Background: an optimization exercise with open tools, aiming at small area, a short achievable clock period and few clock cycles per item. Do not read the settings as production practice.
Function was not checked in any run shown here: the RTL went through the layout flow alone.

File: flow/flow/run.sh
#!/bin/bash
# The standard layout (the standard.sh: ORFS synthesis to final layout),
# with smaller port buffers, no clock-tree dummy loads, and stronger operand
# flip-flops (flow/post_floorplan.tcl).
set -euo pipefail
here=$(cd "$(dirname "$0")" && pwd)
export BUFFER_PORTS_ARGS="-buffer_cell sky130_fd_sc_hd__buf_1"
export CTS_ARGS="-sink_clustering_enable -repair_clock_nets -dont_use_dummy_load -buf_list sky130_fd_sc_hd__clkbuf_8"
export POST_FLOORPLAN_TCL="$here/post_floorplan.tcl"
export OPERAND_FF_CELL=sky130_fd_sc_hd__dfxtp_4
bash standard.sh > standard.log 2>&1
File: flow/constraint.sdc
create_clock -name core_clock -period 12.5 [get_ports {clk}]
set_input_delay 2.5000 -clock core_clock [delete_from_list [all_inputs] [get_ports {clk}]]
set_output_delay 2.5000 -clock core_clock [all_outputs]
set_load 0.01 [all_outputs]
File: flow/standard.sh
#!/bin/bash
# synth_recipe.tcl (not shown) runs the flow's synth.tcl, then flattens the netlist and writes it again
# the make line also repeats each setting of config.mk as NAME=value (left out here)
make -C /OpenROAD-flow-scripts/flow DESIGN_CONFIG=/design/flow/config.mk WORK_HOME=/design/flow/orfs CLKGATE_MAP_FILE= SYNTH_SCRIPT=/design/flow/synth_recipe.tcl "${@:-finish}"
File: flow/config.mk
export PLATFORM = sky130hd
export DESIGN_NAME = assignment
export DESIGN_NICKNAME = assignment
export VERILOG_FILES = /design/flow/design.v
export SDC_FILE = /design/flow/constraint.sdc
export NUM_CORES = 4
export LEC_CHECK = 0
export CAP_MARGIN = 20
export CORE_MARGIN = 2
export CORE_UTILIZATION = 40
export SLEW_MARGIN = 20
export SYNTH_HIERARCHICAL = 1
export SYNTH_MINIMUM_KEEP_SIZE = 0
File: flow/design.v
module fa_cell (
    input  logic a,
    input  logic b,
    input  logic ci,
    output logic s,
    output logic co
);
    assign s  = a ^ b ^ ci;
    assign co = (a & b) | (a & ci) | (b & ci);
endmodule
module operand_select (
    input  logic        load,
    input  logic [20:0] d,
    input  logic [20:0] q,
    output logic [20:0] y
);
    assign y = load ? d : q;
endmodule
module assignment (
    input logic clk,
    input logic NRST,
    input logic start,
    input logic [10:0] A,
    input logic [10:0] B,
    output logic [20:0] result,
    output logic ready
);
    logic        busy;
    logic        accept;
    logic [10:0] a_value;
    logic [9:0]  b_mod;
    logic [9:0]  b_mod_next;
    logic [20:0] row0, row1;
    logic pp_0_0;
    logic pp_0_1;
    logic pp_0_2;
    logic pp_0_3;
    logic pp_0_4;
    logic pp_0_5;
    logic pp_0_6;
    logic pp_0_7;
    logic pp_0_8;
    logic pp_0_9;
    logic pp_1_0;
    logic pp_1_1;
    logic pp_1_2;
    logic pp_1_3;
    logic pp_1_4;
    logic pp_1_5;
    logic pp_1_6;
    logic pp_1_7;
    logic pp_1_8;
    logic pp_1_9;
    logic pp_2_0;
    logic pp_2_1;
    logic pp_2_2;
    logic pp_2_3;
    logic pp_2_4;
    logic pp_2_5;
    logic pp_2_6;
    logic pp_2_7;
    logic pp_2_8;
    logic pp_2_9;
    logic pp_3_0;
    logic pp_3_1;
    logic pp_3_2;
    logic pp_3_3;
    logic pp_3_4;
    logic pp_3_5;
    logic pp_3_6;
    logic pp_3_7;
    logic pp_3_8;
    logic pp_3_9;
    logic pp_4_0;
    logic pp_4_1;
    logic pp_4_2;
    logic pp_4_3;
    logic pp_4_4;
    logic pp_4_5;
    logic pp_4_6;
    logic pp_4_7;
    logic pp_4_8;
    logic pp_4_9;
    logic pp_5_0;
    logic pp_5_1;
    logic pp_5_2;
    logic pp_5_3;
    logic pp_5_4;
    logic pp_5_5;
    logic pp_5_6;
    logic pp_5_7;
    logic pp_5_8;
    logic pp_5_9;
    logic pp_6_0;
    logic pp_6_1;
    logic pp_6_2;
    logic pp_6_3;
    logic pp_6_4;
    logic pp_6_5;
    logic pp_6_6;
    logic pp_6_7;
    logic pp_6_8;
    logic pp_6_9;
    logic pp_7_0;
    logic pp_7_1;
    logic pp_7_2;
    logic pp_7_3;
    logic pp_7_4;
    logic pp_7_5;
    logic pp_7_6;
    logic pp_7_7;
    logic pp_7_8;
    logic pp_7_9;
    logic pp_8_0;
    logic pp_8_1;
    logic pp_8_2;
    logic pp_8_3;
    logic pp_8_4;
    logic pp_8_5;
    logic pp_8_6;
    logic pp_8_7;
    logic pp_8_8;
    logic pp_8_9;
    logic pp_9_0;
    logic pp_9_1;
    logic pp_9_2;
    logic pp_9_3;
    logic pp_9_4;
    logic pp_9_5;
    logic pp_9_6;
    logic pp_9_7;
    logic pp_9_8;
    logic pp_9_9;
    logic pp_10_0;
    logic pp_10_1;
    logic pp_10_2;
    logic pp_10_3;
    logic pp_10_4;
    logic pp_10_5;
    logic pp_10_6;
    logic pp_10_7;
    logic pp_10_8;
    logic pp_10_9;
    logic s1;
    logic c2;
    logic s3;
    logic c4;
    logic s5;
    logic c6;
    logic s7;
    logic c8;
    logic s9;
    logic c10;
    logic s11;
    logic c12;
    logic s13;
    logic c14;
    logic s15;
    logic c16;
    logic s17;
    logic c18;
    logic s19;
    logic c20;
    logic s21;
    logic c22;
    logic s23;
    logic c24;
    logic s25;
    logic c26;
    logic s27;
    logic c28;
    logic s29;
    logic c30;
    logic s31;
    logic c32;
    logic s33;
    logic c34;
    logic s35;
    logic c36;
    logic s37;
    logic c38;
    logic s39;
    logic c40;
    logic s41;
    logic c42;
    logic s43;
    logic c44;
    logic s45;
    logic c46;
    logic s47;
    logic c48;
    logic s49;
    logic c50;
    logic s51;
    logic c52;
    logic s53;
    logic c54;
    logic s55;
    logic c56;
    logic s57;
    logic c58;
    logic s59;
    logic c60;
    logic s61;
    logic c62;
    logic s63;
    logic c64;
    logic s65;
    logic c66;
    logic s67;
    logic c68;
    logic s69;
    logic c70;
    logic s71;
    logic c72;
    logic s73;
    logic c74;
    logic s75;
    logic c76;
    logic s77;
    logic c78;
    logic s79;
    logic c80;
    logic s81;
    logic c82;
    logic s83;
    logic c84;
    logic s85;
    logic c86;
    logic s87;
    logic c88;
    logic s89;
    logic c90;
    logic s91;
    logic c92;
    logic s93;
    logic c94;
    logic s95;
    logic c96;
    logic s97;
    logic c98;
    logic s99;
    logic c100;
    logic s101;
    logic c102;
    logic s103;
    logic c104;
    logic s105;
    logic c106;
    logic s107;
    logic c108;
    logic s109;
    logic c110;
    logic s111;
    logic c112;
    logic s113;
    logic c114;
    logic s115;
    logic c116;
    logic s117;
    logic c118;
    logic s119;
    logic c120;
    logic s121;
    logic c122;
    logic s123;
    logic c124;
    logic s125;
    logic c126;
    logic s127;
    logic c128;
    logic s129;
    logic c130;
    logic s131;
    logic c132;
    logic s133;
    logic c134;
    logic s135;
    logic c136;
    logic s137;
    logic c138;
    logic s139;
    logic c140;
    logic s141;
    logic c142;
    logic s143;
    logic c144;
    logic s145;
    logic c146;
    logic s147;
    logic c148;
    logic s149;
    logic c150;
    logic s151;
    logic c152;
    logic s153;
    logic c154;
    logic s155;
    logic c156;
    logic s157;
    logic c158;
    logic s159;
    logic c160;
    assign accept = start & ~busy;
    logic       b_ge_1000, b_ge_2000, b_q1, b_f;
    logic [6:0] h;
    assign h = B[9:3];
    assign b_ge_2000 = B[10] & B[9] & B[8] & B[7] & B[6] & (B[5] | B[4]);
    assign b_ge_1000 = B[10] | (B[9] & B[8] & B[7] & B[6] & B[5] & (B[4] | B[3]));
    assign b_q1 = b_ge_1000 & ~b_ge_2000;
    assign b_f = (b_ge_2000 & (h[1] | h[2])) | (b_q1 & (h[0] | h[1]) & h[2]);
    assign b_mod_next[2:0] = B[2:0];
    assign b_mod_next[3] = h[0] ^ b_q1;
    assign b_mod_next[4] = h[1] ^ (b_ge_2000 | (b_q1 & ~h[0]));
    assign b_mod_next[5] = h[2] ^ ((b_ge_2000 & ~h[1]) | (b_q1 & (h[0] | h[1])));
    assign b_mod_next[6] = h[3] ^ b_f;
    assign b_mod_next[7] = h[4] ^ (b_f & h[3]);
    assign b_mod_next[8] = h[5] ^ (b_f & h[3] & h[4]);
    assign b_mod_next[9] = h[6] ^ (b_f & h[3] & h[4] & h[5]);
    logic [20:0] operands_next;
    operand_select u_operand_select (
        .load(accept),
        .d({A, b_mod_next}),
        .q({a_value, b_mod}),
        .y(operands_next)
    );
    always_ff @(posedge clk) begin
        {a_value, b_mod} <= operands_next;
    end
    assign pp_0_0 = ~(a_value[0] & b_mod[0]);
    assign pp_0_1 = ~(a_value[0] & b_mod[1]);
    assign pp_0_2 = ~(a_value[0] & b_mod[2]);
    assign pp_0_3 = ~(a_value[0] & b_mod[3]);
    assign pp_0_4 = ~(a_value[0] & b_mod[4]);
    assign pp_0_5 = ~(a_value[0] & b_mod[5]);
    assign pp_0_6 = ~(a_value[0] & b_mod[6]);
    assign pp_0_7 = ~(a_value[0] & b_mod[7]);
    assign pp_0_8 = ~(a_value[0] & b_mod[8]);
    assign pp_0_9 = ~(a_value[0] & b_mod[9]);
    assign pp_1_0 = ~(a_value[1] & b_mod[0]);
    assign pp_1_1 = ~(a_value[1] & b_mod[1]);
    assign pp_1_2 = ~(a_value[1] & b_mod[2]);
    assign pp_1_3 = ~(a_value[1] & b_mod[3]);
    assign pp_1_4 = ~(a_value[1] & b_mod[4]);
    assign pp_1_5 = ~(a_value[1] & b_mod[5]);
    assign pp_1_6 = ~(a_value[1] & b_mod[6]);
    assign pp_1_7 = ~(a_value[1] & b_mod[7]);
    assign pp_1_8 = ~(a_value[1] & b_mod[8]);
    assign pp_1_9 = ~(a_value[1] & b_mod[9]);
    assign pp_2_0 = ~(a_value[2] & b_mod[0]);
    assign pp_2_1 = ~(a_value[2] & b_mod[1]);
    assign pp_2_2 = ~(a_value[2] & b_mod[2]);
    assign pp_2_3 = ~(a_value[2] & b_mod[3]);
    assign pp_2_4 = ~(a_value[2] & b_mod[4]);
    assign pp_2_5 = ~(a_value[2] & b_mod[5]);
    assign pp_2_6 = ~(a_value[2] & b_mod[6]);
    assign pp_2_7 = ~(a_value[2] & b_mod[7]);
    assign pp_2_8 = ~(a_value[2] & b_mod[8]);
    assign pp_2_9 = ~(a_value[2] & b_mod[9]);
    assign pp_3_0 = ~(a_value[3] & b_mod[0]);
    assign pp_3_1 = ~(a_value[3] & b_mod[1]);
    assign pp_3_2 = ~(a_value[3] & b_mod[2]);
    assign pp_3_3 = ~(a_value[3] & b_mod[3]);
    assign pp_3_4 = ~(a_value[3] & b_mod[4]);
    assign pp_3_5 = ~(a_value[3] & b_mod[5]);
    assign pp_3_6 = ~(a_value[3] & b_mod[6]);
    assign pp_3_7 = ~(a_value[3] & b_mod[7]);
    assign pp_3_8 = ~(a_value[3] & b_mod[8]);
    assign pp_3_9 = ~(a_value[3] & b_mod[9]);
    assign pp_4_0 = ~(a_value[4] & b_mod[0]);
    assign pp_4_1 = ~(a_value[4] & b_mod[1]);
    assign pp_4_2 = ~(a_value[4] & b_mod[2]);
    assign pp_4_3 = ~(a_value[4] & b_mod[3]);
    assign pp_4_4 = ~(a_value[4] & b_mod[4]);
    assign pp_4_5 = ~(a_value[4] & b_mod[5]);
    assign pp_4_6 = ~(a_value[4] & b_mod[6]);
    assign pp_4_7 = ~(a_value[4] & b_mod[7]);
    assign pp_4_8 = ~(a_value[4] & b_mod[8]);
    assign pp_4_9 = ~(a_value[4] & b_mod[9]);
    assign pp_5_0 = ~(a_value[5] & b_mod[0]);
    assign pp_5_1 = ~(a_value[5] & b_mod[1]);
    assign pp_5_2 = ~(a_value[5] & b_mod[2]);
    assign pp_5_3 = ~(a_value[5] & b_mod[3]);
    assign pp_5_4 = ~(a_value[5] & b_mod[4]);
    assign pp_5_5 = ~(a_value[5] & b_mod[5]);
    assign pp_5_6 = ~(a_value[5] & b_mod[6]);
    assign pp_5_7 = ~(a_value[5] & b_mod[7]);
    assign pp_5_8 = ~(a_value[5] & b_mod[8]);
    assign pp_5_9 = ~(a_value[5] & b_mod[9]);
    assign pp_6_0 = ~(a_value[6] & b_mod[0]);
    assign pp_6_1 = ~(a_value[6] & b_mod[1]);
    assign pp_6_2 = ~(a_value[6] & b_mod[2]);
    assign pp_6_3 = ~(a_value[6] & b_mod[3]);
    assign pp_6_4 = ~(a_value[6] & b_mod[4]);
    assign pp_6_5 = ~(a_value[6] & b_mod[5]);
    assign pp_6_6 = ~(a_value[6] & b_mod[6]);
    assign pp_6_7 = ~(a_value[6] & b_mod[7]);
    assign pp_6_8 = ~(a_value[6] & b_mod[8]);
    assign pp_6_9 = ~(a_value[6] & b_mod[9]);
    assign pp_7_0 = ~(a_value[7] & b_mod[0]);
    assign pp_7_1 = ~(a_value[7] & b_mod[1]);
    assign pp_7_2 = ~(a_value[7] & b_mod[2]);
    assign pp_7_3 = ~(a_value[7] & b_mod[3]);
    assign pp_7_4 = ~(a_value[7] & b_mod[4]);
    assign pp_7_5 = ~(a_value[7] & b_mod[5]);
    assign pp_7_6 = ~(a_value[7] & b_mod[6]);
    assign pp_7_7 = ~(a_value[7] & b_mod[7]);
    assign pp_7_8 = ~(a_value[7] & b_mod[8]);
    assign pp_7_9 = ~(a_value[7] & b_mod[9]);
    assign pp_8_0 = ~(a_value[8] & b_mod[0]);
    assign pp_8_1 = ~(a_value[8] & b_mod[1]);
    assign pp_8_2 = ~(a_value[8] & b_mod[2]);
    assign pp_8_3 = ~(a_value[8] & b_mod[3]);
    assign pp_8_4 = ~(a_value[8] & b_mod[4]);
    assign pp_8_5 = ~(a_value[8] & b_mod[5]);
    assign pp_8_6 = ~(a_value[8] & b_mod[6]);
    assign pp_8_7 = ~(a_value[8] & b_mod[7]);
    assign pp_8_8 = ~(a_value[8] & b_mod[8]);
    assign pp_8_9 = ~(a_value[8] & b_mod[9]);
    assign pp_9_0 = ~(a_value[9] & b_mod[0]);
    assign pp_9_1 = ~(a_value[9] & b_mod[1]);
    assign pp_9_2 = ~(a_value[9] & b_mod[2]);
    assign pp_9_3 = ~(a_value[9] & b_mod[3]);
    assign pp_9_4 = ~(a_value[9] & b_mod[4]);
    assign pp_9_5 = ~(a_value[9] & b_mod[5]);
    assign pp_9_6 = ~(a_value[9] & b_mod[6]);
    assign pp_9_7 = ~(a_value[9] & b_mod[7]);
    assign pp_9_8 = ~(a_value[9] & b_mod[8]);
    assign pp_9_9 = ~(a_value[9] & b_mod[9]);
    assign pp_10_0 = ~(a_value[10] & b_mod[0]);
    assign pp_10_1 = ~(a_value[10] & b_mod[1]);
    assign pp_10_2 = ~(a_value[10] & b_mod[2]);
    assign pp_10_3 = ~(a_value[10] & b_mod[3]);
    assign pp_10_4 = ~(a_value[10] & b_mod[4]);
    assign pp_10_5 = ~(a_value[10] & b_mod[5]);
    assign pp_10_6 = ~(a_value[10] & b_mod[6]);
    assign pp_10_7 = ~(a_value[10] & b_mod[7]);
    assign pp_10_8 = ~(a_value[10] & b_mod[8]);
    assign pp_10_9 = ~(a_value[10] & b_mod[9]);
    fa_cell u_ha1 (.a(pp_0_9), .b(pp_1_8), .ci(1'b1), .s(s1), .co(c2));
    fa_cell u_fa1 (.a(pp_10_0), .b(pp_1_9), .ci(pp_2_8), .s(s3), .co(c4));
    fa_cell u_ha2 (.a(pp_10_1), .b(pp_2_9), .ci(1'b1), .s(s5), .co(c6));
    fa_cell u_ha3 (.a(pp_0_6), .b(pp_1_5), .ci(1'b1), .s(s7), .co(c8));
    fa_cell u_fa2 (.a(pp_0_7), .b(pp_1_6), .ci(pp_2_5), .s(s9), .co(c10));
    fa_cell u_ha4 (.a(pp_3_4), .b(pp_4_3), .ci(1'b1), .s(s11), .co(c12));
    fa_cell u_fa3 (.a(pp_0_8), .b(pp_1_7), .ci(pp_2_6), .s(s13), .co(c14));
    fa_cell u_fa4 (.a(pp_3_5), .b(pp_4_4), .ci(pp_5_3), .s(s15), .co(c16));
    fa_cell u_ha5 (.a(pp_6_2), .b(pp_7_1), .ci(1'b1), .s(s17), .co(c18));
    fa_cell u_fa5 (.a(pp_2_7), .b(pp_3_6), .ci(pp_4_5), .s(s19), .co(c20));
    fa_cell u_fa6 (.a(pp_5_4), .b(pp_6_3), .ci(pp_7_2), .s(s21), .co(c22));
    fa_cell u_fa7 (.a(pp_8_1), .b(pp_9_0), .ci(s1), .s(s23), .co(c24));
    fa_cell u_fa8 (.a(pp_3_7), .b(pp_4_6), .ci(pp_5_5), .s(s25), .co(c26));
    fa_cell u_fa9 (.a(pp_6_4), .b(pp_7_3), .ci(pp_8_2), .s(s27), .co(c28));
    fa_cell u_fa10 (.a(pp_9_1), .b(c2), .ci(s3), .s(s29), .co(c30));
    fa_cell u_fa11 (.a(pp_3_8), .b(pp_4_7), .ci(pp_5_6), .s(s31), .co(c32));
    fa_cell u_fa12 (.a(pp_6_5), .b(pp_7_4), .ci(pp_8_3), .s(s33), .co(c34));
    fa_cell u_fa13 (.a(pp_9_2), .b(s5), .ci(c4), .s(s35), .co(c36));
    fa_cell u_fa14 (.a(pp_10_2), .b(pp_3_9), .ci(pp_4_8), .s(s37), .co(c38));
    fa_cell u_fa15 (.a(pp_5_7), .b(pp_6_6), .ci(pp_7_5), .s(s39), .co(c40));
    fa_cell u_fa16 (.a(pp_8_4), .b(pp_9_3), .ci(c6), .s(s41), .co(c42));
    fa_cell u_fa17 (.a(pp_10_3), .b(pp_4_9), .ci(pp_5_8), .s(s43), .co(c44));
    fa_cell u_fa18 (.a(pp_6_7), .b(pp_7_6), .ci(pp_8_5), .s(s45), .co(c46));
    fa_cell u_fa19 (.a(pp_10_4), .b(pp_5_9), .ci(pp_6_8), .s(s47), .co(c48));
    fa_cell u_ha6 (.a(pp_0_4), .b(pp_1_3), .ci(1'b1), .s(s49), .co(c50));
    fa_cell u_fa20 (.a(pp_0_5), .b(pp_1_4), .ci(pp_2_3), .s(s51), .co(c52));
    fa_cell u_ha7 (.a(pp_3_2), .b(pp_4_1), .ci(1'b1), .s(s53), .co(c54));
    fa_cell u_fa21 (.a(pp_2_4), .b(pp_3_3), .ci(pp_4_2), .s(s55), .co(c56));
    fa_cell u_fa22 (.a(pp_5_1), .b(pp_6_0), .ci(s7), .s(s57), .co(c58));
    fa_cell u_fa23 (.a(pp_5_2), .b(pp_6_1), .ci(pp_7_0), .s(s59), .co(c60));
    fa_cell u_fa24 (.a(c8), .b(s11), .ci(s9), .s(s61), .co(c62));
    fa_cell u_fa25 (.a(pp_8_0), .b(c12), .ci(s17), .s(s63), .co(c64));
    fa_cell u_fa26 (.a(c10), .b(s13), .ci(s15), .s(s65), .co(c66));
    fa_cell u_fa27 (.a(c18), .b(c14), .ci(c16), .s(s67), .co(c68));
    fa_cell u_fa28 (.a(s19), .b(s21), .ci(s23), .s(s69), .co(c70));
    fa_cell u_fa29 (.a(c20), .b(c22), .ci(s25), .s(s71), .co(c72));
    fa_cell u_fa30 (.a(s27), .b(c24), .ci(s29), .s(s73), .co(c74));
    fa_cell u_fa31 (.a(c26), .b(c28), .ci(s31), .s(s75), .co(c76));
    fa_cell u_fa32 (.a(s33), .b(c30), .ci(s35), .s(s77), .co(c78));
    fa_cell u_fa33 (.a(c32), .b(c34), .ci(s37), .s(s79), .co(c80));
    fa_cell u_fa34 (.a(s39), .b(s41), .ci(c36), .s(s81), .co(c82));
    fa_cell u_fa35 (.a(pp_9_4), .b(c38), .ci(c40), .s(s83), .co(c84));
    fa_cell u_fa36 (.a(s43), .b(s45), .ci(c42), .s(s85), .co(c86));
    fa_cell u_fa37 (.a(pp_7_7), .b(pp_8_6), .ci(pp_9_5), .s(s87), .co(c88));
    fa_cell u_fa38 (.a(c44), .b(c46), .ci(s47), .s(s89), .co(c90));
    fa_cell u_fa39 (.a(pp_10_5), .b(pp_6_9), .ci(pp_7_8), .s(s91), .co(c92));
    fa_cell u_fa40 (.a(pp_8_7), .b(pp_9_6), .ci(c48), .s(s93), .co(c94));
    fa_cell u_fa41 (.a(pp_10_6), .b(pp_7_9), .ci(pp_8_8), .s(s95), .co(c96));
    fa_cell u_ha8 (.a(pp_0_3), .b(pp_1_2), .ci(1'b1), .s(s97), .co(c98));
    fa_cell u_fa42 (.a(pp_2_2), .b(pp_3_1), .ci(pp_4_0), .s(s99), .co(c100));
    fa_cell u_fa43 (.a(pp_5_0), .b(c50), .ci(s53), .s(s101), .co(c102));
    fa_cell u_fa44 (.a(c54), .b(c52), .ci(s55), .s(s103), .co(c104));
    fa_cell u_fa45 (.a(c56), .b(s59), .ci(c58), .s(s105), .co(c106));
    fa_cell u_fa46 (.a(c60), .b(s63), .ci(c62), .s(s107), .co(c108));
    fa_cell u_fa47 (.a(c64), .b(c66), .ci(s67), .s(s109), .co(c110));
    fa_cell u_fa48 (.a(c68), .b(s71), .ci(c70), .s(s111), .co(c112));
    fa_cell u_fa49 (.a(c72), .b(s75), .ci(s77), .s(s113), .co(c114));
    fa_cell u_fa50 (.a(c76), .b(s79), .ci(c78), .s(s115), .co(c116));
    fa_cell u_fa51 (.a(c80), .b(s83), .ci(s85), .s(s117), .co(c118));
    fa_cell u_fa52 (.a(s87), .b(c84), .ci(s89), .s(s119), .co(c120));
    fa_cell u_fa53 (.a(c88), .b(s91), .ci(c90), .s(s121), .co(c122));
    fa_cell u_fa54 (.a(pp_9_7), .b(c92), .ci(s95), .s(s123), .co(c124));
    fa_cell u_fa55 (.a(pp_10_7), .b(pp_8_9), .ci(pp_9_8), .s(s125), .co(c126));
    fa_cell u_ha9 (.a(pp_0_2), .b(pp_1_1), .ci(1'b1), .s(s127), .co(c128));
    fa_cell u_fa56 (.a(pp_2_1), .b(pp_3_0), .ci(s97), .s(s129), .co(c130));
    fa_cell u_fa57 (.a(c98), .b(s49), .ci(s99), .s(s131), .co(c132));
    fa_cell u_fa58 (.a(c100), .b(s51), .ci(s101), .s(s133), .co(c134));
    fa_cell u_fa59 (.a(c102), .b(s57), .ci(s103), .s(s135), .co(c136));
    fa_cell u_fa60 (.a(c104), .b(s61), .ci(s105), .s(s137), .co(c138));
    fa_cell u_fa61 (.a(s65), .b(c106), .ci(s107), .s(s139), .co(c140));
    fa_cell u_fa62 (.a(s69), .b(c108), .ci(s109), .s(s141), .co(c142));
    fa_cell u_fa63 (.a(c110), .b(s73), .ci(s111), .s(s143), .co(c144));
    fa_cell u_fa64 (.a(c74), .b(c112), .ci(s113), .s(s145), .co(c146));
    fa_cell u_fa65 (.a(s81), .b(s115), .ci(c114), .s(s147), .co(c148));
    fa_cell u_fa66 (.a(c82), .b(s117), .ci(c116), .s(s149), .co(c150));
    fa_cell u_fa67 (.a(c86), .b(s119), .ci(c118), .s(s151), .co(c152));
    fa_cell u_fa68 (.a(s93), .b(s121), .ci(c120), .s(s153), .co(c154));
    fa_cell u_fa69 (.a(c94), .b(s123), .ci(c122), .s(s155), .co(c156));
    fa_cell u_fa70 (.a(c96), .b(s125), .ci(c124), .s(s157), .co(c158));
    fa_cell u_fa71 (.a(pp_10_8), .b(pp_9_9), .ci(c126), .s(s159), .co(c160));
    assign row0 = {1'b1, pp_10_9, s159, s157, s155, s153, s151, c148, c146, c144, c142, c140, c138, c136, c134, c132, c130, c128, pp_2_0, pp_0_1, pp_0_0};
    assign row1 = {1'b1, c160, c158, c156, c154, c152, c150, s149, s147, s145, s143, s141, s139, s137, s135, s133, s131, s129, s127, pp_1_0, 1'b1};
    logic [8:0] blk0;
    assign blk0 = ~({1'b0, row0[7:0]} + {1'b0, row1[7:0]} + 9'd1);
    logic [6:0] blk1;
    assign blk1 = ~({1'b0, row0[13:8]} + {1'b0, row1[13:8]} + 7'd1);
    logic [7:0] blk2;
    assign blk2 = ~({1'b0, row0[20:14]} + {1'b0, row1[20:14]} + 8'd1);
    logic [20:0] sum_q;
    logic [1:0] gen_q;
    logic [1:1] prop_q;
    always_ff @(posedge clk) begin
        sum_q[7:0] <= blk0[7:0];
        gen_q[0] <= blk0[8];
        sum_q[13:8] <= blk1[5:0];
        gen_q[1] <= blk1[6];
        prop_q[1] <= &(row0[13:8] ^ row1[13:8]);
        sum_q[20:14] <= blk2[6:0];
    end
    logic [2:1] cin;
    assign cin[1] = gen_q[0];
    assign cin[2] = (gen_q[0] & prop_q[1]) | gen_q[1];
    assign result[7:0] = sum_q[7:0];
    assign result[8] = sum_q[8] ^ cin[1];
    logic ones9;
    assign ones9 = &sum_q[8:8];
    assign result[9] = sum_q[9] ^ (ones9 & cin[1]);
    logic ones10;
    assign ones10 = &sum_q[9:8];
    assign result[10] = sum_q[10] ^ (ones10 & cin[1]);
    logic ones11;
    assign ones11 = &sum_q[10:8];
    assign result[11] = sum_q[11] ^ (ones11 & cin[1]);
    logic ones12;
    assign ones12 = &sum_q[11:8];
    assign result[12] = sum_q[12] ^ (ones12 & cin[1]);
    logic ones13;
    assign ones13 = &sum_q[12:8];
    assign result[13] = sum_q[13] ^ (ones13 & cin[1]);
    assign result[14] = sum_q[14] ^ cin[2];
    logic ones15;
    assign ones15 = &sum_q[14:14];
    assign result[15] = sum_q[15] ^ (ones15 & cin[2]);
    logic ones16;
    assign ones16 = &sum_q[15:14];
    assign result[16] = sum_q[16] ^ (ones16 & cin[2]);
    logic ones17;
    assign ones17 = &sum_q[16:14];
    assign result[17] = sum_q[17] ^ (ones17 & cin[2]);
    logic ones18;
    assign ones18 = &sum_q[17:14];
    assign result[18] = sum_q[18] ^ (ones18 & cin[2]);
    logic ones19;
    assign ones19 = &sum_q[18:14];
    assign result[19] = sum_q[19] ^ (ones19 & cin[2]);
    logic ones20;
    assign ones20 = &sum_q[19:14];
    assign result[20] = sum_q[20] ^ (ones20 & cin[2]);
    always_ff @(posedge clk or negedge NRST) begin
        if (!NRST) begin
            busy  <= 1'b0;
            ready <= 1'b0;
        end else begin
            busy  <= accept;
            ready <= busy | (ready & ~start);
        end
    end
endmodule
File: flow/flow/post_floorplan.tcl
# After floorplan: give the operand flip-flops, which drive the partial
# products, a stronger drive (same cell type, larger size).
set block [ord::get_db_block]
foreach inst [$block getInsts] {
  set name [$inst getName]
  set master [[$inst getMaster] getName]
  if {$master eq "sky130_fd_sc_hd__dfxtp_1" &&
      ([string match "a_value*" $name] || [string match "b_mod*" $name])} {
    puts "upsize $name"
    replace_cell $name $::env(OPERAND_FF_CELL)
  }
}
==> tab_implementation.tex, run 1 <==
\begin{tabular}{lr}
\hline
Metric & Value \\
\hline
\multicolumn{2}{l}{\textbf{Place}} \\
\quad Hpwl dp & 6870 um \\
\quad PortBufs & 46 \\
\quad Placer congestion estimate & 0.833 \\
\multicolumn{2}{l}{\textbf{Synthesis}} \\
\quad Async set-or-reset flop fraction in the synthesized netlist & 4.26\% \\
\quad Yosys reg bits & 47 \\
\quad Syn\_area\_per\_cell & between 10 and 15 um2 \\
\quad Top cells by instance count after synthesis & sky130\_fd\_sc\_hd\_\_nand2\_1 (118), sky130\_fd\_sc\_hd\_\_fa\_1 (83), sky130\_fd\_sc\_hd\_\_dfxtp\_1 (45) \\
\quad Area of the mapped netlist & 4600 um2 \\
\quad Most repeated cell in the gate-level netlist after synthesis & sky130\_fd\_sc\_hd\_\_nand2\_1 \\
\quad Top cell type's share of synthesized area & 36.1\% \\
\quad Cells taking the most area after synthesis & sky130\_fd\_sc\_hd\_\_fa\_1 (36\%), sky130\_fd\_sc\_hd\_\_dfxtp\_1 (20\%), sky130\_fd\_sc\_hd\_\_nand2\_1 (9.6\%) \\
\quad Share of synthesized area occupied by flip-flops and latches & 20.7\% \\
\quad Most used flip-flop cell after synthesis & sky130\_fd\_sc\_hd\_\_dfxtp\_1 \\
\quad Synth Warn \# & 7 \\
\quad Post-synthesis cell count & 450 \\
\quad Number of flops mapped to enable cells by yosys & 0 \\
\quad Synth unique cells & 46 \\
\quad Cell type with the largest total area after synthesis & sky130\_fd\_sc\_hd\_\_fa\_1 \\
\multicolumn{2}{l}{\textbf{Timing}} \\
\quad Final hold viol count & 0 \\
\quad Setup total negative slack & 0 ns \\
\quad Post-route minimum period & 4.26 ns \\
\quad Pins Over Slew Limit & 0 \\
\quad Final setup violation count & 0 \\
\quad Setup repair after global routing missed its margin & false \\
\quad Highest clock frequency the design can meet & 235 MHz \\
\quad Layout Skew & 0.0274 ns \\
\quad Period utilization & about a third \\
\multicolumn{2}{l}{\textbf{Floorplanning}} \\
\quad Die Footprint & 12,400 um2 \\
\quad Core Rows & 39 \\
\quad Core footprint & 11,300 um2 \\
\quad Starting density of the core & 40.6\% \\
\quad X dimension of the die & 111 um \\
\quad Num ports & 47 \\
\quad Die boundary height & 111 um \\
\multicolumn{2}{l}{\textbf{Clock network}} \\
\quad Hold buffer count at CTS & 0 \\
\quad Clock insertion delay at the later pin of the skew report & around 0.32 ns \\
\quad Clock tree buffer depth & 2 \\
\quad Num CTS Buffers & 5 \\
\quad Clock-pin slew on the worst setup and hold paths & 0.09 ns \\
\quad TritonCTS clock tree & built \\
\quad Setup Fix Bufs, Post-CTS & 0 \\
\quad CTS Root Buffer Type & sky130\_fd\_sc\_hd\_\_clkbuf\_8 \\
\quad Clock H-tree levels & 2 \\
\quad Clock tree sinks & 47 \\
\quad Resized cells post-CTS & 0 \\
\multicolumn{2}{l}{\textbf{Hold path}} \\
\quad Worst min path class & flop to flop \\
\multicolumn{2}{l}{\textbf{Critical path}} \\
\quad Category of the most critical setup path & flop to output port \\
\quad Buf+Inv Stages, Crit Path & 1 \\
\quad Capturing element type of the critical path & output port \\
\quad Worst Path Max Fanout & 3 \\
\quad Required arrival time at the worst endpoint & 10.00 ns \\
\quad Cell with the largest stage delay on the worst path & sky130\_fd\_sc\_hd\_\_dfxtp\_1 \\
\quad Critical path launch point type & flop \\
\quad Critical path's top delay family & simple AND/OR/NAND/NOR gates \\
\quad Delay contributed by the slowest stage of the critical path & 0.41 ns \\
\quad CP Cell Sequence & a21oi\_1, nor3\_1, nand3\_1, xnor2\_1, buf\_1 \\
\quad Data arrival time of the critical path & 1.76 ns \\
\multicolumn{2}{l}{\textbf{Cells and area}} \\
\quad Utilization after layout & between 40 and 50\% \\
\quad Area growth, synth to finish & 8.02\% \\
\quad Number of diodes & 0 \\
\quad Final net count & between 600 and 700 \\
\quad Filler instances & 1,089 \\
\quad Layout cell share with drive strength beyond 1 & 10.7\% \\
\multicolumn{2}{l}{\textbf{Detailed routing}} \\
\quad Vias/cell & 5.10 \\
\quad Drt wl/cell & 14.4 um \\
\quad Total iterations of the first detailed-routing run & 4 \\
\quad DRC violations left & 0 \\
\quad Initial detailed-routing violation count & between 100 and 150 \\
\quad Total vias in the final route & 3,160 \\
\quad Wirelength, routed & approximately 8900 um \\
\quad DRT antenna net count & 0 \\
\multicolumn{2}{l}{\textbf{Global route}} \\
\quad Maximum number of pins on one net before global-route repair & 23 \\
\quad Met2 Use GR & 28.3\% \\
\quad GRT Max-Usage Layer & met2 \\
\quad First-pass GRT wire length & between 15,000 and 20,000 um \\
\quad Vias in the first global route & 3,497 \\
\quad Met1 usage & 19.5\% \\
\quad Total overflow reported by the global router & 0 \\
\quad GR Layer Usage met3 & 2.73\% \\
\quad Total routing resource utilization after global routing & 15.9\% \\
\quad Number of antenna violations at the first check in global routing & 0 \\
\multicolumn{2}{l}{\textbf{Run status}} \\
\quad Status & no timing/DRC/antenna violations \\
\multicolumn{2}{l}{\textbf{Job}} \\
\quad Max-capacitance violation count & 0 \\
\hline
\end{tabular}
logic make-up after synthesis:
group / synth area share, %
AND/OR/NAND/NOR: 14.7
adder cells (fa/ha/maj): 42.9
buffers and inverters: 5.08
flip-flops: 20.7
AO/OA/AOI/OAI: 5.98
multiplexers: 6.99
XOR/XNOR: 3.62
other: 0.0815
flip-flops by register name, summed over array words and instances (netlist names):
register / count
sum_q: 21
gen_q: 2
busy: 1
b_mod: 10
prop_q: 1
ready: 1
a_value: 11
stage by stage:
step                instance area (um2)  setup WS (ns)  std cells  hold WS [ns]
CTS                                4970           8.21        620         0.493
global route                       4970           8.08        620         0.519
global placement                   4900           8.39        615         0.455
finish                             4970           8.24        620         0.484
floorplan                          4630           8.51        458         0.429
detailed placement                 4900           8.36        615         0.475
metal layers:
layer,routed length (um),vias up
met4,140,0
met2,4630,70
met1,3770,1590
met3,374,11
li1,-,1489
met5,0,-
cells in the final DEF, fill, tap and decap left out, types with 6 or more instances in the layout:
cell                        n
sky130_fd_sc_hd__mux2_4    20
sky130_fd_sc_hd__fa_1      83
sky130_fd_sc_hd__xnor2_1    9
sky130_fd_sc_hd__conb_1     9
sky130_fd_sc_hd__nor2b_1    6
sky130_fd_sc_hd__o21ai_0   15
sky130_fd_sc_hd__nor2_1    10
sky130_fd_sc_hd__dfxtp_1   24
sky130_fd_sc_hd__buf_1     46
sky130_fd_sc_hd__inv_1     16
sky130_fd_sc_hd__ha_1      25
sky130_fd_sc_hd__xor2_1    10
sky130_fd_sc_hd__a21oi_1    6
sky130_fd_sc_hd__nand2_1  118
sky130_fd_sc_hd__dfxtp_4   21
sky130_fd_sc_hd__nor3_1     7
final timing paths:
check / start / endpoint / slack [ns] / cells after the start
setup / recovery: gen_q[0] / result[20] / 8.24 / 5
hold / removal: ready / ready / 0.48 / 1
setup reg to reg: b_mod[1] / sum_q[20] / 8.51 / 13
hold reg to reg: ready / ready / 0.48 / 1
max in group asynchronous: NRST / ready / 10.42 / 1
min in group asynchronous: NRST / busy / 1.96 / 1
Yosys stat by module (local to each module, per instance):
| module | copies in the design | area, um2 | cells inside | flip-flops and latches |
|---|---|---|---|---|
| fa_cell | 80 | 20.0 | 1 | 0 |
| operand_select | 1 | 334 | 23 | 0 |
| assignment | 1 | 2670 | 347 | 47 |
layout make-up:
class,count,area [um2],area share [%]
clock buffer,5,68.8,1.38
inverter,17,63.8,1.28
multi-input combinational,361,3450,69.4
sequential,47,1030,20.7
tap,143,179,3.60
timing repair buffer,47,180,3.62
==> inputs of run 2 (changes only) <==
--- a/flow/design.v
+++ b/flow/design.v
@@ -521,8 +521,8 @@
     assign row1 = {1'b1, c160, c158, c156, c154, c152, c150, s149, s147, s145, s143, s141, s139, s137, s135, s133, s131, s129, s127, pp_1_0, 1'b1};
-    logic [8:0] blk0;
-    assign blk0 = ~({1'b0, row0[7:0]} + {1'b0, row1[7:0]} + 9'd1);
+    logic [9:0] blk0;
+    assign blk0 = ~({1'b0, row0[8:0]} + {1'b0, row1[8:0]} + 10'd1);
     logic [6:0] blk1;
-    assign blk1 = ~({1'b0, row0[13:8]} + {1'b0, row1[13:8]} + 7'd1);
-    logic [7:0] blk2;
-    assign blk2 = ~({1'b0, row0[20:14]} + {1'b0, row1[20:14]} + 8'd1);
+    assign blk1 = ~({1'b0, row0[14:9]} + {1'b0, row1[14:9]} + 7'd1);
+    logic [6:0] blk2;
+    assign blk2 = ~({1'b0, row0[20:15]} + {1'b0, row1[20:15]} + 7'd1);
     logic [20:0] sum_q;
@@ -531,8 +531,8 @@
     always_ff @(posedge clk) begin
-        sum_q[7:0] <= blk0[7:0];
-        gen_q[0] <= blk0[8];
-        sum_q[13:8] <= blk1[5:0];
+        sum_q[8:0] <= blk0[8:0];
+        gen_q[0] <= blk0[9];
+        sum_q[14:9] <= blk1[5:0];
         gen_q[1] <= blk1[6];
-        prop_q[1] <= &(row0[13:8] ^ row1[13:8]);
-        sum_q[20:14] <= blk2[6:0];
+        prop_q[1] <= &(row0[14:9] ^ row1[14:9]);
+        sum_q[20:15] <= blk2[5:0];
     end
@@ -541,37 +541,34 @@
     assign cin[2] = (gen_q[0] & prop_q[1]) | gen_q[1];
-    assign result[7:0] = sum_q[7:0];
-    assign result[8] = sum_q[8] ^ cin[1];
-    logic ones9;
-    assign ones9 = &sum_q[8:8];
-    assign result[9] = sum_q[9] ^ (ones9 & cin[1]);
+    assign result[8:0] = sum_q[8:0];
+    assign result[9] = sum_q[9] ^ cin[1];
     logic ones10;
-    assign ones10 = &sum_q[9:8];
+    assign ones10 = &sum_q[9:9];
     assign result[10] = sum_q[10] ^ (ones10 & cin[1]);
     logic ones11;
-    assign ones11 = &sum_q[10:8];
+    assign ones11 = &sum_q[10:9];
     assign result[11] = sum_q[11] ^ (ones11 & cin[1]);
     logic ones12;
-    assign ones12 = &sum_q[11:8];
+    assign ones12 = &sum_q[11:9];
     assign result[12] = sum_q[12] ^ (ones12 & cin[1]);
     logic ones13;
-    assign ones13 = &sum_q[12:8];
+    assign ones13 = &sum_q[12:9];
     assign result[13] = sum_q[13] ^ (ones13 & cin[1]);
-    assign result[14] = sum_q[14] ^ cin[2];
-    logic ones15;
-    assign ones15 = &sum_q[14:14];
-    assign result[15] = sum_q[15] ^ (ones15 & cin[2]);
+    logic ones14;
+    assign ones14 = &sum_q[13:9];
+    assign result[14] = sum_q[14] ^ (ones14 & cin[1]);
+    assign result[15] = sum_q[15] ^ cin[2];
     logic ones16;
-    assign ones16 = &sum_q[15:14];
+    assign ones16 = &sum_q[15:15];
     assign result[16] = sum_q[16] ^ (ones16 & cin[2]);
     logic ones17;
-    assign ones17 = &sum_q[16:14];
+    assign ones17 = &sum_q[16:15];
     assign result[17] = sum_q[17] ^ (ones17 & cin[2]);
     logic ones18;
-    assign ones18 = &sum_q[17:14];
+    assign ones18 = &sum_q[17:15];
     assign result[18] = sum_q[18] ^ (ones18 & cin[2]);
     logic ones19;
-    assign ones19 = &sum_q[18:14];
+    assign ones19 = &sum_q[18:15];
     assign result[19] = sum_q[19] ^ (ones19 & cin[2]);
     logic ones20;
-    assign ones20 = &sum_q[19:14];
+    assign ones20 = &sum_q[19:15];
     assign result[20] = sum_q[20] ^ (ones20 & cin[2]);
==> tab_implementation.tex, run 2 <==
\begin{tabular}{lr}
\hline
Metric & Value \\
\hline
\multicolumn{2}{l}{\textbf{Global route}} \\
\quad Total overflow reported by the global router & 0 (unchanged) \\
\quad Number of antenna violations at the first check in global routing & 0 (unchanged) \\
\quad Vias in the first global route & 3,435 (-1.8\%) \\
\quad Total routing resource utilization after global routing & 15.9\% (about the same) \\
\quad First-pass GRT wire length & 15,700 um (-2.0\%) \\
\quad Maximum number of pins on one net before global-route repair & 23 (unchanged) \\
\multicolumn{2}{l}{\textbf{Place}} \\
\quad Post-Place Worst Slack & 8.32 ns (-0.0365 ns) \\
\quad Placed cell count & 596 (-3.1\%) \\
\quad Placer congestion estimate & 0.815 (-2.2\%) \\
\quad Hpwl dp & 6910 um (+0.54\%) \\
\quad PortBufs & 46 (unchanged) \\
\multicolumn{2}{l}{\textbf{Synthesis}} \\
\quad Yosys reg bits & 47 (unchanged) \\
\quad Top cells by instance count after synthesis & sky130\_fd\_sc\_hd\_\_nand2\_1 (115), sky130\_fd\_sc\_hd\_\_fa\_1 (83), sky130\_fd\_sc\_hd\_\_dfxtp\_1 (45) \\
\quad Most used flip-flop cell after synthesis & sky130\_fd\_sc\_hd\_\_dfxtp\_1 \\
\quad Cells taking the most area after synthesis & sky130\_fd\_sc\_hd\_\_fa\_1 (37\%), sky130\_fd\_sc\_hd\_\_dfxtp\_1 (20\%), sky130\_fd\_sc\_hd\_\_nand2\_1 (9.5\%) \\
\quad Async set-or-reset flop fraction in the synthesized netlist & 4.26\% (unchanged) \\
\quad Synth Warn \# & 7 (unchanged) \\
\quad Most repeated cell in the gate-level netlist after synthesis & sky130\_fd\_sc\_hd\_\_nand2\_1 \\
\quad Post-synthesis cell count & 434 (-3.6\%) \\
\quad Area of the mapped netlist & 4540 um2 (-1.4\%) \\
\quad Share of synthesized area occupied by flip-flops and latches & 21.0\% (+0.29 points) \\
\quad Cell type with the largest total area after synthesis & sky130\_fd\_sc\_hd\_\_fa\_1 \\
\quad Number of flops mapped to enable cells by yosys & 0 (unchanged) \\
\quad Synth unique cells & 39 (-15\%) \\
\quad Syn\_area\_per\_cell & 10.5 um2 (+2.2\%) \\
\quad Top cell type's share of synthesized area & 36.6\% (+0.51 points) \\
\multicolumn{2}{l}{\textbf{Cells and area}} \\
\quad Area growth, synth to finish & 7.91\% (about the same) \\
\quad Fin cells & 601 (-3.1\%) \\
\quad Most common library cell in the layout ignoring fill and taps & sky130\_fd\_sc\_hd\_\_nand2\_1 \\
\quad Number of diodes & 0 (unchanged) \\
\quad Total area of multi-input combinational cells & 3380 um2 (-2.1\%) \\
\quad Layout cell share with drive strength beyond 1 & 11.7\% (+1.0 points) \\
\quad Utilization after layout & 44.8\% (+0.87 points) \\
\quad Sequential cell area & 1030 um2 (unchanged) \\
\quad Final net count & 596 (-2.6\%) \\
\quad Register with the most flip-flops & sum\_q \\
\quad Flip-flop count of the largest register, all copies and words added & 21 (unchanged) \\
\quad Filler instances & 1,058 (-2.8\%) \\
\quad Highest-count cells in the layout ignoring fill and taps & sky130\_fd\_sc\_hd\_\_nand2\_1 (115), sky130\_fd\_sc\_hd\_\_fa\_1 (83), sky130\_fd\_sc\_hd\_\_buf\_1 (46) \\
\multicolumn{2}{l}{\textbf{Floorplanning}} \\
\quad Die boundary height & 111 um (-0.67\%) \\
\quad Core Rows & 38 (-2.6\%) \\
\quad Starting density of the core & 41.5\% (+0.85 points) \\
\quad X dimension of the die & 111 um (-0.67\%) \\
\quad Num ports & 47 (unchanged) \\
\quad Core footprint & 10,900 um2 (-3.4\%) \\
\quad Die Footprint & 12,200 um2 (-1.3\%) \\
\multicolumn{2}{l}{\textbf{Detailed routing}} \\
\quad Vias/cell & 5.14 (+0.81\%) \\
\quad Total vias in the final route & 3,088 (-2.3\%) \\
\quad Total iterations of the first detailed-routing run & 4 (unchanged) \\
\quad DRT antenna net count & 0 (unchanged) \\
\quad Initial detailed-routing violation count & 166 (+54\%) \\
\quad DRC violations left & 0 (unchanged) \\
\quad Drt wl/cell & 14.7 um (+2.4\%) \\
\quad Wirelength, routed & 8850 um (-0.75\%) \\
\multicolumn{2}{l}{\textbf{Timing}} \\
\quad Layout Skew & 0.0155 ns (-0.0119 ns) \\
\quad Highest clock frequency the design can meet & 239 MHz (+1.9\%) \\
\quad Post-route minimum period & 4.18 ns (-0.0779 ns) \\
\quad Pins Over Slew Limit & 0 (unchanged) \\
\quad Final hold viol count & 0 (unchanged) \\
\quad Final worst-path setup slack & 8.32 ns (+0.0779 ns) \\
\quad Period utilization & 33.5\% (-0.62 points) \\
\quad Setup total negative slack & 0 ns (unchanged) \\
\quad Final setup violation count & 0 (unchanged) \\
\quad Setup repair after global routing missed its margin & false \\
\multicolumn{2}{l}{\textbf{Run status}} \\
\quad Status & no timing/DRC/antenna violations \\
\multicolumn{2}{l}{\textbf{Critical path}} \\
\quad Critical path launch point type & flop \\
\quad Worst Path Max Fanout & 12 (+9) \\
\quad Category of the most critical setup path & flop to flop \\
\quad Data arrival time of the critical path & 4.39 ns (+2.63 ns) \\
\quad Required arrival time at the worst endpoint & 12.71 ns (+2.71 ns) \\
\quad Capturing element type of the critical path & flop \\
\quad Start of the worst register-to-register path & b\_mod[9] \\
\quad Worst Setup SP & b\_mod[9] \\
\multicolumn{2}{l}{\textbf{Clock network}} \\
\quad TritonCTS clock tree & built \\
\quad Hold buffer count at CTS & 0 (unchanged) \\
\quad CTS Root Buffer Type & sky130\_fd\_sc\_hd\_\_clkbuf\_8 \\
\quad Clock H-tree levels & 2 (unchanged) \\
\quad Setup Fix Bufs, Post-CTS & 0 (unchanged) \\
\quad Clock-pin slew on the worst setup and hold paths & 0.09 ns (about the same) \\
\quad Clock tree buffer depth & 2 (unchanged) \\
\quad Clock insertion delay at the later pin of the skew report & 0.31 ns (about the same) \\
\quad Num CTS Buffers & 5 (unchanged) \\
\quad Resized cells post-CTS & 0 (unchanged) \\
\quad Clock tree sinks & 47 (unchanged) \\
\multicolumn{2}{l}{\textbf{Job}} \\
\quad Max-capacitance violation count & 0 (unchanged) \\
\multicolumn{2}{l}{\textbf{Hold path}} \\
\quad Worst min path class & flop to flop \\
\quad Startpoint of the most critical hold path & busy \\
\hline
\end{tabular}
[run 2: cell types whose count changed after synthesis, sizes merged, moves of 2 or more]
cell / before / now
a211oi: 2 / 0
nand2b: 1 / 4
o22ai: 1 / 3
or3: 1 / 3
nor3: 7 / 3
o31a: 2 / 0
o21bai: 3 / 0
xor2: 10 / 12
nand2: 118 / 116
o21ai: 15 / 10
nor2: 11 / 7
[run 2: metal layers]
| metal | up-vias | wire length [um] | track usage [%] |
|---|---|---|---|
| met5 | - | 0 | 0 |
| met2 | 68 | 4690 | 29.2 |
| met3 | 18 | 338 | 2.69 |
| li1 | 1423 | - | - |
| met4 | 0 | 207 | 6.08 |
| met1 | 1579 | 3610 | 18.6 |
[run 2: path summary, 6_finish.rpt]
| path | slack [ns] | cells after the start | end |
|---|---|---|---|
| hold reg to reg | 0.49 | 1 | ready |
| hold / removal | 0.49 | 1 | ready |
| setup reg to reg | 8.32 | 12 | sum_q[14] |
| min in group asynchronous | 1.95 | 1 | busy |
| max in group asynchronous | 10.42 | 1 | ready |
| setup / recovery | 8.32 | 12 | sum_q[14] |
[run 2: critical path: stages (launching register included)]
cell,delay (ns)
sky130_fd_sc_hd__dfxtp_4,0.43
sky130_fd_sc_hd__nand2_1,0.10
sky130_fd_sc_hd__fa_1,0.56
sky130_fd_sc_hd__fa_1,0.44
sky130_fd_sc_hd__fa_1,0.42
sky130_fd_sc_hd__fa_1,0.51
sky130_fd_sc_hd__fa_1,0.43
sky130_fd_sc_hd__ha_1,0.30
sky130_fd_sc_hd__nor2b_1,0.14
sky130_fd_sc_hd__o21a_1,0.18
sky130_fd_sc_hd__o21ai_2,0.14
sky130_fd_sc_hd__mux2i_1,0.10
sky130_fd_sc_hd__a2111oi_2,0.32
[run 2: area by class of cell]
type	count	share of cell area [%]
clock buffer	5	1.41
inverter	18	1.38
multi-input combinational	344	68.9
sequential	47	21.0
tap	140	3.58
timing repair buffer	47	3.68
[run 2: kinds of logic (layout without fill, tap and decap cells)]
family                     Yosys count  count (layout)  share of synthesized area (%)
AOI/OAI and AO/OA                   33              33                           4.74
xor gates and xnor gates            21              21                           4.05
adders and majority gates          108             108                           43.5
buffers and inverters               51              70                           5.38
DFF                                 47              47                           21.0
muxes                               23              23                           7.42
other                                1               9                         0.0826
and+or+nand+nor                    150             150                           13.9
[run 2: per-stage QoR]
| step | hold WS (ns) | area [um2] |
|---|---|---|
| after floorplan | 0.429 | 4570 |
| after detailed placement | 0.474 | 4830 |
| final | 0.486 | 4900 |
| after global routing | 0.519 | 4900 |
| after global placement | 0.456 | 4830 |
| after CTS | 0.496 | 4900 |
[run 2: modules after synthesis (local to each module, per instance)]
module / flip-flops and latches / cells / times used
assignment: 47 / 331 / 1
operand_select: 0 / 23 / 1
fa_cell: 0 / 1 / 80
==> inputs of run 3 (changes only) <==
--- a/flow/design.v
+++ b/flow/design.v
@@ -10,10 +10,2 @@
 endmodule
-module operand_select (
-    input  logic        load,
-    input  logic [20:0] d,
-    input  logic [20:0] q,
-    output logic [20:0] y
-);
-    assign y = load ? d : q;
-endmodule
 module assignment (
@@ -304,26 +296,13 @@
     assign accept = start & ~busy;
-    logic       b_ge_1000, b_ge_2000, b_q1, b_f;
-    logic [6:0] h;
-    assign h = B[9:3];
-    assign b_ge_2000 = B[10] & B[9] & B[8] & B[7] & B[6] & (B[5] | B[4]);
-    assign b_ge_1000 = B[10] | (B[9] & B[8] & B[7] & B[6] & B[5] & (B[4] | B[3]));
-    assign b_q1 = b_ge_1000 & ~b_ge_2000;
-    assign b_f = (b_ge_2000 & (h[1] | h[2])) | (b_q1 & (h[0] | h[1]) & h[2]);
-    assign b_mod_next[2:0] = B[2:0];
-    assign b_mod_next[3] = h[0] ^ b_q1;
-    assign b_mod_next[4] = h[1] ^ (b_ge_2000 | (b_q1 & ~h[0]));
-    assign b_mod_next[5] = h[2] ^ ((b_ge_2000 & ~h[1]) | (b_q1 & (h[0] | h[1])));
-    assign b_mod_next[6] = h[3] ^ b_f;
-    assign b_mod_next[7] = h[4] ^ (b_f & h[3]);
-    assign b_mod_next[8] = h[5] ^ (b_f & h[3] & h[4]);
-    assign b_mod_next[9] = h[6] ^ (b_f & h[3] & h[4] & h[5]);
-    logic [20:0] operands_next;
-    operand_select u_operand_select (
-        .load(accept),
-        .d({A, b_mod_next}),
-        .q({a_value, b_mod}),
-        .y(operands_next)
-    );
+    logic       b_ge_1000, b_ge_2000;
+    logic [6:0] b_add;
+    assign b_ge_1000 = B >= 11'd1000;
+    assign b_ge_2000 = B >= 11'd2000;
+    assign b_add = b_ge_2000 ? 7'd6 : (b_ge_1000 ? 7'd3 : 7'd0);
+    assign b_mod_next = {7'(B[9:3] + b_add), B[2:0]};
     always_ff @(posedge clk) begin
-        {a_value, b_mod} <= operands_next;
+        if (accept) begin
+            a_value <= A;
+            b_mod   <= b_mod_next;
+        end
     end
@@ -540,36 +519,6 @@
     assign cin[1] = gen_q[0];
-    assign cin[2] = (gen_q[0] & prop_q[1]) | gen_q[1];
+    assign cin[2] = gen_q[1] | (prop_q[1] & cin[1]);
     assign result[8:0] = sum_q[8:0];
-    assign result[9] = sum_q[9] ^ cin[1];
-    logic ones10;
-    assign ones10 = &sum_q[9:9];
-    assign result[10] = sum_q[10] ^ (ones10 & cin[1]);
-    logic ones11;
-    assign ones11 = &sum_q[10:9];
-    assign result[11] = sum_q[11] ^ (ones11 & cin[1]);
-    logic ones12;
-    assign ones12 = &sum_q[11:9];
-    assign result[12] = sum_q[12] ^ (ones12 & cin[1]);
-    logic ones13;
-    assign ones13 = &sum_q[12:9];
-    assign result[13] = sum_q[13] ^ (ones13 & cin[1]);
-    logic ones14;
-    assign ones14 = &sum_q[13:9];
-    assign result[14] = sum_q[14] ^ (ones14 & cin[1]);
-    assign result[15] = sum_q[15] ^ cin[2];
-    logic ones16;
-    assign ones16 = &sum_q[15:15];
-    assign result[16] = sum_q[16] ^ (ones16 & cin[2]);
-    logic ones17;
-    assign ones17 = &sum_q[16:15];
-    assign result[17] = sum_q[17] ^ (ones17 & cin[2]);
-    logic ones18;
-    assign ones18 = &sum_q[17:15];
-    assign result[18] = sum_q[18] ^ (ones18 & cin[2]);
-    logic ones19;
-    assign ones19 = &sum_q[18:15];
-    assign result[19] = sum_q[19] ^ (ones19 & cin[2]);
-    logic ones20;
-    assign ones20 = &sum_q[19:15];
-    assign result[20] = sum_q[20] ^ (ones20 & cin[2]);
+    assign result[14:9] = sum_q[14:9] + 6'(cin[1]);
+    assign result[20:15] = sum_q[20:15] + 6'(cin[2]);
     always_ff @(posedge clk or negedge NRST) begin
==> flow/flow/run.sh (replaced) <==
#!/bin/bash
# The standard layout (the standard.sh: ORFS synthesis to final layout),
# with smaller port buffers and no clock-tree dummy loads.
set -euo pipefail
export BUFFER_PORTS_ARGS="-buffer_cell ${PORT_BUF:-sky130_fd_sc_hd__buf_1}"
export CTS_ARGS="-sink_clustering_enable -repair_clock_nets -dont_use_dummy_load -buf_list sky130_fd_sc_hd__clkbuf_8"
bash standard.sh > standard.log 2>&1
removed: flow/flow/post_floorplan.tcl
==> tab_implementation.tex, run 3 <==
\begin{tabular}{lr}
\hline
Metric & Value \\
\hline
\multicolumn{2}{l}{\textbf{Run status}} \\
\quad Status & no timing/DRC/antenna violations \\
\multicolumn{2}{l}{\textbf{Detailed routing}} \\
\quad Wirelength, routed & 8300 um (-6.2\%) \\
\quad Initial detailed-routing violation count & 129 (-22\%) \\
\quad DRT antenna net count & 0 (unchanged) \\
\quad DRC violations left & 0 (unchanged) \\
\quad Vias/cell & 4.99 (-2.8\%) \\
\quad Drt wl/cell & 14.3 um (-2.6\%) \\
\quad Total iterations of the first detailed-routing run & 5 (+1) \\
\quad Total vias in the final route & 2,891 (-6.4\%) \\
\multicolumn{2}{l}{\textbf{Critical path}} \\
\quad Capturing point of the worst reg2reg path & gen\_q[1] \\
\quad Buf+Inv Stages, Crit Path & 0 (unchanged) \\
\quad Start of the worst register-to-register path & b\_mod[1] \\
\quad Critical path launch point type & flop \\
\quad Category of the most critical setup path & flop to flop \\
\quad Data arrival time of the critical path & 4.64 ns (+0.25 ns) \\
\quad Worst-case register-to-register setup slack & 8.09 ns (-0.23 ns) \\
\quad Worst Path Max Fanout & 11 (-1) \\
\quad Required arrival time at the worst endpoint & 12.72 ns (about the same) \\
\quad Delay contributed by the slowest stage of the critical path & 0.62 ns (+0.06 ns) \\
\quad Critical path's top delay family & adder cells \\
\quad Most repeated library cell on the critical path & sky130\_fd\_sc\_hd\_\_fa\_1 \\
\quad Cell with the largest stage delay on the worst path & sky130\_fd\_sc\_hd\_\_edfxtp\_1 \\
\quad Capturing element type of the critical path & flop \\
\quad CP Cell Sequence & nand2\_1, fa\_1, fa\_1, fa\_1, fa\_1, fa\_1, ha\_1, nor2b\_1, o21ai\_0, a21oi\_1, o21a\_1, nor2\_1 \\
\quad Cells on worst reg2reg path & 12 (unchanged) \\
\multicolumn{2}{l}{\textbf{Cells and area}} \\
\quad Layout cell share with drive strength beyond 1 & 2.28\% (-9.4 points) \\
\quad Final net count & 576 (-3.4\%) \\
\quad Highest-count cells in the layout ignoring fill and taps & sky130\_fd\_sc\_hd\_\_nand2\_1 (113), sky130\_fd\_sc\_hd\_\_fa\_1 (84), sky130\_fd\_sc\_hd\_\_buf\_1 (46) \\
\quad Flip-flop count of the largest register, all copies and words added & 21 (unchanged) \\
\quad Area growth, synth to finish & 6.95\% \\
\quad Register with the most flip-flops & sum\_q \\
\quad Number of diodes & 0 (unchanged) \\
\quad Most common library cell in the layout ignoring fill and taps & sky130\_fd\_sc\_hd\_\_nand2\_1 \\
\multicolumn{2}{l}{\textbf{Floorplanning}} \\
\quad Die Footprint & 11,900 um2 (-2.3\%) \\
\quad Num ports & 47 (unchanged) \\
\quad X dimension of the die & 109 um (-1.1\%) \\
\quad Die boundary height & 109 um (-1.1\%) \\
\quad Core Rows & 38 (unchanged) \\
\quad Core footprint & 10,800 um2 (-0.87\%) \\
\quad Starting density of the core & 40.9\% (-0.63 points) \\
\multicolumn{2}{l}{\textbf{Clock network}} \\
\quad Clock-pin slew on the worst setup and hold paths & 0.10 ns (about the same) \\
\quad Clock tree sinks & 47 (unchanged) \\
\quad Clock tree buffer depth & 2 (unchanged) \\
\quad Setup Fix Bufs, Post-CTS & 0 (unchanged) \\
\quad Resized cells post-CTS & 0 (unchanged) \\
\quad TritonCTS clock tree & built \\
\quad Num CTS Buffers & 5 (unchanged) \\
\quad Hold buffer count at CTS & 0 (unchanged) \\
\quad Clock insertion delay at the later pin of the skew report & 0.31 ns (about the same) \\
\quad Clock H-tree levels & 2 (unchanged) \\
\quad CTS Root Buffer Type & sky130\_fd\_sc\_hd\_\_clkbuf\_8 \\
\multicolumn{2}{l}{\textbf{Synthesis}} \\
\quad Syn\_area\_per\_cell & 10.8 um2 (+3.6\%) \\
\quad Post-synthesis cell count & 409 (-5.8\%) \\
\quad Top cells by instance count after synthesis & sky130\_fd\_sc\_hd\_\_nand2\_1 (113), sky130\_fd\_sc\_hd\_\_fa\_1 (84), sky130\_fd\_sc\_hd\_\_ha\_1 (26) \\
\quad Async set-or-reset flop fraction in the synthesized netlist & 4.26\% (unchanged) \\
\quad Number of flops mapped to enable cells by yosys & 21 (+21) \\
\quad Cells taking the most area after synthesis & sky130\_fd\_sc\_hd\_\_fa\_1 (38\%), sky130\_fd\_sc\_hd\_\_edfxtp\_1 (14\%), sky130\_fd\_sc\_hd\_\_dfxtp\_1 (11\%) \\
\quad Area of the mapped netlist & 4430 um2 (-2.4\%) \\
\quad Synth Warn \# & 7 (unchanged) \\
\quad Most repeated cell in the gate-level netlist after synthesis & sky130\_fd\_sc\_hd\_\_nand2\_1 \\
\quad Top cell type's share of synthesized area & 38.0\% (+1.3 points) \\
\quad Synth unique cells & 37 (-5.1\%) \\
\quad Most used flip-flop cell after synthesis & sky130\_fd\_sc\_hd\_\_dfxtp\_1 \\
\quad Yosys reg bits & 47 (unchanged) \\
\quad Cell type with the largest total area after synthesis & sky130\_fd\_sc\_hd\_\_fa\_1 \\
\quad Share of synthesized area occupied by flip-flops and latches & 26.2\% (+5.3 points) \\
\multicolumn{2}{l}{\textbf{Hold path}} \\
\quad Worst min path class & flop to flop \\
\quad Startpoint of the most critical hold path & busy \\
\quad Worst hold path endpoint & ready \\
\quad Worst hold path depth & 1 (unchanged) \\
\multicolumn{2}{l}{\textbf{Global route}} \\
\quad Total routing resource utilization after global routing & 15.7\% (-0.23 points) \\
\quad Total overflow reported by the global router & 0 (unchanged) \\
\quad Vias in the first global route & 3,123 (-9.1\%) \\
\quad First-pass GRT wire length & 14,400 um (-7.8\%) \\
\quad Number of antenna violations at the first check in global routing & 0 (unchanged) \\
\quad Maximum number of pins on one net before global-route repair & 23 (unchanged) \\
\multicolumn{2}{l}{\textbf{Timing}} \\
\quad Period utilization & 35.3\% (+1.8 points) \\
\quad Post-route minimum period & 4.41 ns (+0.231 ns) \\
\quad Setup repair after global routing missed its margin & false \\
\quad Pins Over Slew Limit & 0 (unchanged) \\
\quad Highest clock frequency the design can meet & 227 MHz (-5.2\%) \\
\quad Final hold viol count & 0 (unchanged) \\
\quad Final setup violation count & 0 (unchanged) \\
\quad Setup total negative slack & 0 ns (unchanged) \\
\quad Layout Skew & 0.0320 ns (+0.0165 ns) \\
\multicolumn{2}{l}{\textbf{Place}} \\
\quad PortBufs & 46 (unchanged) \\
\quad Hpwl dp & 6480 um (-6.3\%) \\
\quad Placer congestion estimate & 0.835 (+2.4\%) \\
\multicolumn{2}{l}{\textbf{Job}} \\
\quad Max-capacitance violation count & 0 (unchanged) \\
\hline
\end{tabular}
==> run 3: cell count changes in the layout (fill, tap and decap cells not counted), sizes merged, moves of 2 or more <==
cell    before  now
o22ai        3    0
inv         18   16
mux2        22    0
edfxtp       0   21
o21ai       10    7
nand2      116  113
nand3        3    7
dfxtp       45   24
xnor2        9   11
nor2b        5    7
==> run 3: cell families after synthesis <==
group                    after synthesis  synth area share, %
AND/OR/NAND/NOR                      151                 14.5
XOR/XNOR                              23                 4.55
other                                  1               0.0846
flip-flops                            47                 26.2
buffers and inverters                 46                 4.66
AO/OA/AOI/OAI                         30                 4.52
multiplexers                           1                0.226
adder cells (fa/ha/maj)              110                 45.3
==> run 3: cell type report <==
cell class	count	area (um2)
fillers	1022	6100
multi-input cells	324	3090
flip-flops and latches	47	1160
repair buffers	47	180
well taps	140	175
clock buffers	5	68.8
inverters	16	60.1
==> run 3: metal layers <==
layer	track usage, %	wire, um
met3	2.81	570
met5	0	0
met1	20.0	3340
met2	27.7	4310
met4	3.98	90
==> run 3: worst max-delay path by stage <==
stage	start	end	slack (ns)	cells past startpoint
after floorplan	B[6]	b_mod[9]	8.26	9
after global placement	B[6]	b_mod[9]	8.01	10
after detailed placement	B[6]	b_mod[9]	7.90	10
after CTS	b_mod[1]	gen_q[1]	8.09	12
after global routing	b_mod[1]	gen_q[1]	7.79	12
final	b_mod[1]	gen_q[1]	8.09	12
==> run 3: per-stage QoR <==
| stage | setup WS (ns) | instance area, um2 | instances | hold slack [ns] | util [%] |
|---|---|---|---|---|---|
| final | 8.09 | 4740 | 579 | 0.466 | 43.7 |
| after CTS | 8.09 | 4740 | 579 | 0.470 | 43.7 |
| after global placement | 8.01 | 4670 | 574 | 0.435 | 43.1 |
| after floorplan | 8.26 | 4460 | 417 | 0.429 | - |
| after detailed placement | 7.90 | 4670 | 574 | 0.445 | 43.1 |
| after global routing | 7.79 | 4740 | 579 | 0.498 | 43.7 |
==> run 3: modules after synthesis, one instance, submodules excluded <==
module	flip-flops and latches	cells
assignment	47	329
fa_cell	0	1

[static timing again, ports no longer ideal]
Ports are ideal in the flow. The routed layouts listed here were re-timed in OpenROAD.
Step 1 sets driving cells, clkbuf_16 on the clock port and buf_2 on the other inputs (assumed; they add their load-dependent delay and slew).
Step 2 also shifts input and output timing later by t, the mid clock arrival at the registers, as if the neighbouring blocks saw the same clock.
Three values: no drivers, after step 1, after step 2; two values: the first two.
run	shift t [ns]	slack for setup (ns)	worst setup path after step 2	worst register clock-pin slew, ns	pins driven straight from the clock port
run 1	0.340	8.239 / 8.201 / 8.355	input to register	0.10 / 0.10	1
run 2	0.338	8.317 / 8.317 / 8.317	register to register	0.09 / 0.09	1
run 3	0.326	8.085 / 8.085 / 7.966	input to register	0.10 / 0.10	1
After both steps setup and hold are still met in every run listed. For run 3, which loses most, drivers alone change the setup slack by 0.000 ns; drivers and shift together by -0.119 ns.
